This design comes from an exercise in tuning for small area and a short achievable clock period on the open sky130 flow, not from production work. RTL that was checked went through simulation tests only; none was proved equivalent to the original.

==> flow/design.v (excerpt) <==
module gcd_top
#(
    parameter DATA_WIDTH = 16,
    parameter PIPELINE_DEPTH = 31
)(
    input wire                          Clk,
    input wire                          Reset,
    input wire                          Start,
    input wire  signed [DATA_WIDTH-1:0] A,
    input wire  signed [DATA_WIDTH-1:0] B,
    output wire signed [DATA_WIDTH-1:0] Result,
    output wire                         Done
);
Size in the first run: ~56000 µm² of cells after synthesis.
clock: 4.5 ns
lec_check: 0
abc_area: 1
cap_margin: 20
core_margin: 2
core_utilization: 60
cts_cluster_diameter: 100
cts_cluster_size: 25
place_density: 0.7
setup_slack_margin: 1.75
slew_margin: 20
run.sh (not shown) runs the stock make flow with config.mk's settings and CLKGATE_MAP_FILE= SYNTH_SCRIPT=/design/flow/synth_recipe.tcl, a recipe that flattens the netlist after the stock synthesis.
Next try:
--- a/flow/config.mk
+++ b/flow/config.mk
@@ -15 +15 @@
-export SETUP_SLACK_MARGIN = 1.75
+export SETUP_SLACK_MARGIN = 1.85
Effect: The changed run finished with timing, DRC and antenna clean; core utilization rose by 1.4 points; global-route usage hardly moves; final cell count increases by 0.65%; fmax is about the same; synthesized cell count does not change.
Next try:
--- a/flow/config.mk
+++ b/flow/config.mk
@@ -15 +15 @@
-export SETUP_SLACK_MARGIN = 1.85
+export SETUP_SLACK_MARGIN = 1.9
The new run produced a clean layout. Cell area goes up slightly.
Next try:
--- a/flow/config.mk
+++ b/flow/config.mk
@@ -15 +15 @@
-export SETUP_SLACK_MARGIN = 1.9
+export SETUP_SLACK_MARGIN = 1.8
After rerunning:
- routed wire length came out lower by 3.9%
- core utilization came out lower by 2.0 points
- setup slack improved by 0.031 ns
- clock skew hardly moves
- sequential share of layout area came out higher by 1.5 points
- non-clock buffer count came out lower by 52
- via count came out lower by 1.6%
- count of clock-buffer cells in the layout does not change
Next try:
--- a/flow/config.mk
+++ b/flow/config.mk
@@ -15 +15 @@
-export SETUP_SLACK_MARGIN = 1.8
+export SETUP_SLACK_MARGIN = 2.0
What happened:
- maximum frequency came out lower by 0.45%
- first-iteration DRC count came out higher by 15%
- non-clock buffer count came out higher by 201
- setup slack gets worse by 0.011 ns

---

gcd_top, a different RTL version from the one above (not shown whole).
Size: ~7200 cells after synthesis, roughly 52 I/O pins, roughly 60000 um^2 of cells after synthesis.
==> flow/config.mk <==
export PLATFORM = sky130hd
export DESIGN_NAME = gcd_top
export DESIGN_NICKNAME = gcd_top
export VERILOG_FILES = /design/flow/design.v
export SDC_FILE = /design/flow/constraint.sdc
export NUM_CORES = 4
export LEC_CHECK = 0
export ABC_AREA = 1
export CAP_MARGIN = 20
export CORE_MARGIN = 2
export CORE_UTILIZATION = 60
export PLACE_DENSITY = 0.7
export SETUP_SLACK_MARGIN = 1.7
export SLEW_MARGIN = 20
==> flow/constraint.sdc <==
create_clock -name core_clock -period 4.5 [get_ports {Clk}]
set_input_delay 0.9000 -clock core_clock [delete_from_list [all_inputs] [get_ports {Clk}]]
set_output_delay 0.9000 -clock core_clock [all_outputs]
set_load 0.01 [all_outputs]
Then changed:
- SETUP_SLACK_MARGIN: 1.7 -> 2.05
The changed run completed with no timing, DRC or antenna violations.
Area after synthesis does not change.
Non-clock buffer count climbs by 161.
Utilization climbs by 4.0 points.
Function was not checked in any run of this note: the RTL went through the layout flow alone.

---

gcd_top with an RTL version that a note above also has.
Size: ~6600 cells after synthesis, about 970 flip-flops, ~56000 um2 of cells after synthesis.
// gcd_top
module gcd_top
#(
    parameter DATA_WIDTH = 16,
    parameter PIPELINE_DEPTH = 31
)(
    input wire                          Clk,
    input wire                          Reset,
    input wire                          Start,
    input wire  signed [DATA_WIDTH-1:0] A,
    input wire  signed [DATA_WIDTH-1:0] B,
    output wire signed [DATA_WIDTH-1:0] Result,
    output wire                         Done
);
clock: 4.5 ns
lec_check: 0
abc_area: 1
cap_margin: 20
core_margin: 2
core_utilization: 70
cts_cluster_diameter: 100
cts_cluster_size: 25
place_density: 0.8
setup_slack_margin: 1.8
slew_margin: 20
Next try:
- CORE_UTILIZATION: 70 -> 60
- PLACE_DENSITY: 0.8 -> 0.7
- SETUP_SLACK_MARGIN: 1.8 -> 1.7
Result: The changed run completed with no timing, DRC or antenna violations; worst hold slack is worse by 0.033 ns; final cell count is higher by 2.1%.

---

gcd_top with an RTL version that a note above also has.
Size in the first run: about 970 flip-flops, ~52 I/O pins, roughly 0.060 sq mm of cells after synthesis.
Design gcd_top, start of the top module:
module gcd_top
#(
    parameter DATA_WIDTH = 16,
    parameter PIPELINE_DEPTH = 31
)(
    input wire                          Clk,
    input wire                          Reset,
    input wire                          Start,
    input wire  signed [DATA_WIDTH-1:0] A,
    input wire  signed [DATA_WIDTH-1:0] B,
    output wire signed [DATA_WIDTH-1:0] Result,
    output wire                         Done
);
make LEC_CHECK=0 ABC_AREA=1 CAP_MARGIN=20 CORE_MARGIN=2 CORE_UTILIZATION=60 PLACE_DENSITY=0.7 SLEW_MARGIN=20 finish   # period 4.5 ns
==> next run, changes <==
Settings changed: SETUP_SLACK_MARGIN set to 2.3.
Worst setup slack gets better by 0.47 ns.
Wire length rose by 50%.
Final area increases by 27%.
Sequential share of layout area goes down by 9.4 points.
Register-to-register slack gets better by 0.47 ns.
Die area stays the same.
Count of clock-buffer cells in the layout is unchanged.
Area after synthesis does not change.
Function was not checked in any run of this note: the RTL went through the layout flow alone.

---

gcd_top again, from the RTL that the note above started with.
==> flow/config.mk <==
export PLATFORM = sky130hd
export DESIGN_NAME = gcd_top
export DESIGN_NICKNAME = gcd_top
export VERILOG_FILES = /design/flow/design.v
export SDC_FILE = /design/flow/constraint.sdc
export NUM_CORES = 4
export LEC_CHECK = 0
export ABC_AREA = 1
export CAP_MARGIN = 20
export CORE_MARGIN = 2
export CORE_UTILIZATION = 60
export PLACE_DENSITY = 0.7
export SETUP_SLACK_MARGIN = 1.2
export SLEW_MARGIN = 20
==> flow/constraint.sdc <==
create_clock -name core_clock -period 4.5 [get_ports {Clk}]
set_input_delay 0.9000 -clock core_clock [delete_from_list [all_inputs] [get_ports {Clk}]]
set_output_delay 0.9000 -clock core_clock [all_outputs]
set_load 0.01 [all_outputs]
Rerun with:
--- a/flow/config.mk
+++ b/flow/config.mk
@@ -12,3 +12,3 @@
 export PLACE_DENSITY = 0.7
-export SETUP_SLACK_MARGIN = 1.2
+export SETUP_SLACK_MARGIN = 1.9
 export SLEW_MARGIN = 20
After rerunning: The changed run finished with timing, DRC and antenna clean; sequential share of layout area fell by 0.80 points; design area is higher by about 1.8%; worst setup slack gains 0.47 ns; global-route usage is higher by 0.21 points; synthesized cell count stays the same; routed wire length is higher by about 3%; die area stays the same; first-iteration DRC count grows by 8.9%.
Function was not checked in any run of this note: the RTL went through the layout flow alone.

[re-timing with driven ports]
Ports are ideal in the flow. The routed layouts listed here were re-timed in OpenROAD.
Step 1 assumes that a clkbuf_16 drives the clock port and a buf_2 every other input.
Step 2 moves the port delays by t, midway between the first and last clock arrival at a register: inputs arrive t later, outputs are due t later. That takes back most of the time a late clock gives input paths.
Three values: ideal, step 1, step 2; two values: the first two.
| run | shift t [ns] | setup WS [ns] | worst setup path at the end | worst data-port slew with drivers (ns) |
|---|---|---|---|---|
| the first run of note 1 | 0.704 | 1.855 / 1.855 / 1.470 | input to register | 0.05 |
| the second run of note 1 | 0.708 | 1.861 / 1.861 / 1.465 | input to register | 0.05 |
| the third run of note 1 | 0.711 | 1.932 / 1.927 / 1.479 | input to register | 0.05 |
| the fourth run of note 1 | 0.706 | 1.962 / 1.932 / 1.472 | input to register | 0.05 |
| the fifth run of note 1 | 0.714 | 1.951 / 1.951 / 1.714 | input to register | 0.05 |
| the first run of note 2 | 0.758 | 1.833 / 1.833 / 1.557 | input to register | 0.05 |
| the second run of note 2 | 0.764 | 2.072 / 2.072 / 1.543 | input to register | 0.05 |
| the first run of note 3 | 0.701 | 1.851 / 1.851 / 1.420 | input to register | 0.05 |
| the second run of note 3 | 0.708 | 1.876 / 1.876 / 1.477 | input to register | 0.05 |
| the first run of note 4 | 0.760 | 1.543 / 1.543 / 1.543 | register to register | 0.05 |
| the second run of note 4 | 0.780 | 2.011 / 2.011 / 1.585 | input to register | 0.05 |
| the first run of note 5 | 0.760 | 1.543 / 1.543 / 1.543 | register to register | 0.05 |
| the second run of note 5 | 0.758 | 2.011 / 1.937 / 1.548 | input to register | 0.05 |
After both steps setup and hold are still met in every run listed. For the second run of note 2, which loses most, drivers alone change the setup slack by 0.000 ns; drivers and shift together by -0.529 ns.
